Background: an optimization exercise with open tools, aiming at small area, a short achievable clock period and few clock cycles. Do not read the settings as production practice.
In this exercise RTL edits were held to simulation tests only and were not proved equivalent to the original.
Power is estimated from default activity; no workload was simulated.

==> flow/design.v (excerpt) <==
module mammal (
      input clk,
      input rst,
      input [15:0] data_in,
      output logic [15:0] data_out,
      output logic [11:0] address,
      output memwt,
      input INT,
      output logic intack
);
localparam OP_NOP=4'd0, OP_LDI=4'd1, OP_LD=4'd2, OP_ST=4'd3, OP_JZ=4'd4, OP_JMP=4'd5,
           OP_ALU=4'd7, OP_PUSH=4'd8, OP_POP=4'd9, OP_CALL=4'd10, OP_RET=4'd11,
           OP_STI=4'd12, OP_CLI=4'd13, OP_IRET=4'd14;
logic [11:0] pc;
logic [3:0] xop;           
logic [2:0] rd;            
logic [15:0] opa, opb;     
logic zeroflag, intflag;
logic [15:0] regbank [7:0];
logic c_cin, c_sum, c_and, c_or, c_xor, c_not;
logic s_iretw, s_iret2, s_int0, s_int1, s_int2, s_int3, s_halt;
logic [11:0] addr_q;       
logic a_data;              
logic memwt_q, d_pc, d_z;
wire x_ldi  = (xop == OP_LDI);
wire x_ld   = (xop == OP_LD);
wire x_st   = (xop == OP_ST);
wire x_jz   = (xop == OP_JZ);     
wire x_jmp  = (xop == OP_JMP);    
wire x_alu  = (xop == OP_ALU);
wire x_push = (xop == OP_PUSH);
wire x_pop  = (xop == OP_POP);
wire x_call = (xop == OP_CALL);   
wire x_ret  = (xop == OP_RET);
wire x_sti  = (xop == OP_STI);
wire x_cli  = (xop == OP_CLI);
  ...
export LEC_CHECK = 0
export ABC_AREA = 1
export CAP_MARGIN = 20
export CORE_MARGIN = 2
export CORE_UTILIZATION = 40
export SETUP_SLACK_MARGIN = 3
export SLEW_MARGIN = 20
create_clock -name core_clock -period 6.0 [get_ports {clk}]
run.sh (not shown) runs the stock make flow with config.mk's settings and CLKGATE_MAP_FILE= SYNTH_SCRIPT=/design/flow/synth_recipe.tcl, a recipe that flattens the netlist after the stock synthesis.
Testbench counts at the start, summed over its fixed seeds: cycles 108,649.
Edit:
==> flow/flow/run.sh (new file) <==
#!/bin/bash
# The standard layout (the standard.sh, unchanged synthesis and flow), with
# one change: the port buffers that ORFS inserts at placement are buf_4 cells
# instead of the default delay buffer.
set -euo pipefail
export BUFFER_PORTS_ARGS="-buffer_cell sky130_fd_sc_hd__buf_4"
bash standard.sh > standard_flow.log 2>&1
==> flow/standard.sh (new file) <==
#!/bin/bash
# synth_recipe.tcl (not shown) runs the flow's synth.tcl, then flattens the netlist and writes it again
# the make line also repeats each setting of config.mk as NAME=value (left out here)
make -C /OpenROAD-flow-scripts/flow DESIGN_CONFIG=/design/flow/config.mk WORK_HOME=/design/flow/orfs CLKGATE_MAP_FILE= SYNTH_SCRIPT=/design/flow/synth_recipe.tcl "${@:-finish}"
--- a/flow/config.mk
+++ b/flow/config.mk
@@ -10,3 +10,3 @@
 export CORE_MARGIN = 2
-export CORE_UTILIZATION = 40
+export CORE_UTILIZATION = 55
 export SETUP_SLACK_MARGIN = 3
removed: flow/run.sh
Outcome:
- non-clock buffer count falls by 30
- sequential power barely changes
- critical path depth went up by 6
- area after synthesis does not change
- global-route usage rises by 9.5 points
- cell area went down by 4.8%
- die area falls by 27%
- maximum frequency rose by 2.2%
- total power decreases by 4.0%
- setup slack is better by 0.067 ns
- register-to-register slack got worse by 0.04 ns

========
Another version of the RTL of mammal (not shown whole).
For scale: roughly 2000 cells after synthesis, roughly 210 flip-flops, roughly 49 I/O pins, ~14000 µm² of cells after synthesis.
clock: 6.0 ns
lec_check: 0
abc_area: 1
cap_margin: 20
core_margin: 2
core_utilization: 55
setup_slack_margin: 3.4
slew_margin: 20
Stock flow here: none of the scripts above is used.
The first run completed with no timing, DRC or antenna violations.
Testbench counts at the start, summed over its fixed seeds: cycles 107,349.
Change:
==> flow/flow/run.sh (new file) <==
#!/bin/bash
# The standard layout (the standard.sh, unchanged synthesis and flow), with
# one change: the port buffers that ORFS inserts at placement are buf_4 cells
# instead of the default delay buffer.
set -euo pipefail
export BUFFER_PORTS_ARGS="-buffer_cell sky130_fd_sc_hd__buf_4"
bash standard.sh > standard_flow.log 2>&1
==> flow/standard.sh (new file) <==
#!/bin/bash
# synth_recipe.tcl (not shown) runs the flow's synth.tcl, then flattens the netlist and writes it again
# the make line also repeats each setting of config.mk as NAME=value (left out here)
make -C /OpenROAD-flow-scripts/flow DESIGN_CONFIG=/design/flow/config.mk WORK_HOME=/design/flow/orfs CLKGATE_MAP_FILE= SYNTH_SCRIPT=/design/flow/synth_recipe.tcl "${@:-finish}"
removed: flow/run.sh
Effect: The new run produced a clean layout; sequential share of layout area is higher by 0.13 points; wire length is lower slightly; non-clock buffer count is higher by 7; via count is lower slightly; first-iteration DRC count is higher by roughly a tenth; setup slack is worse by 0.065 ns; final cell count is about the same; power is higher slightly; critical path depth is higher by 5; die area stays the same; maximum frequency is lower by a few percent.

-- what the ideal ports hide --
The results above use ideal ports. As a check the final layouts listed here were re-extracted and re-timed, cells and wires unchanged. Step 1: set_driving_cell puts a clkbuf_16 on clk and a buf_2 on each other input, an assumption about the parent block. Step 2 also shifts input and output timing later by t, the mid clock arrival at the registers, as if the neighbouring blocks saw the same clock. Slacks: ideal / step 1 / step 2; pairs: ideal / step 1.
run | t, ns | slack for setup (ns) | worst setup path at the end
the first run of note 1 | 0.577 | 2.952 / 2.897 / 2.452 | input to register
the second run of note 1 | 0.593 | 3.019 / 3.038 / 2.453 | input to register
the first run of note 2 | 0.575 | 3.338 / 3.289 / 2.821 | input to register
the second run of note 2 | 0.575 | 3.273 / 3.293 / 2.717 | input to register
After both steps every run listed still meets setup and hold. For the second run of note 1, which loses most, drivers alone change the setup slack by +0.019 ns; drivers and shift together by -0.566 ns.
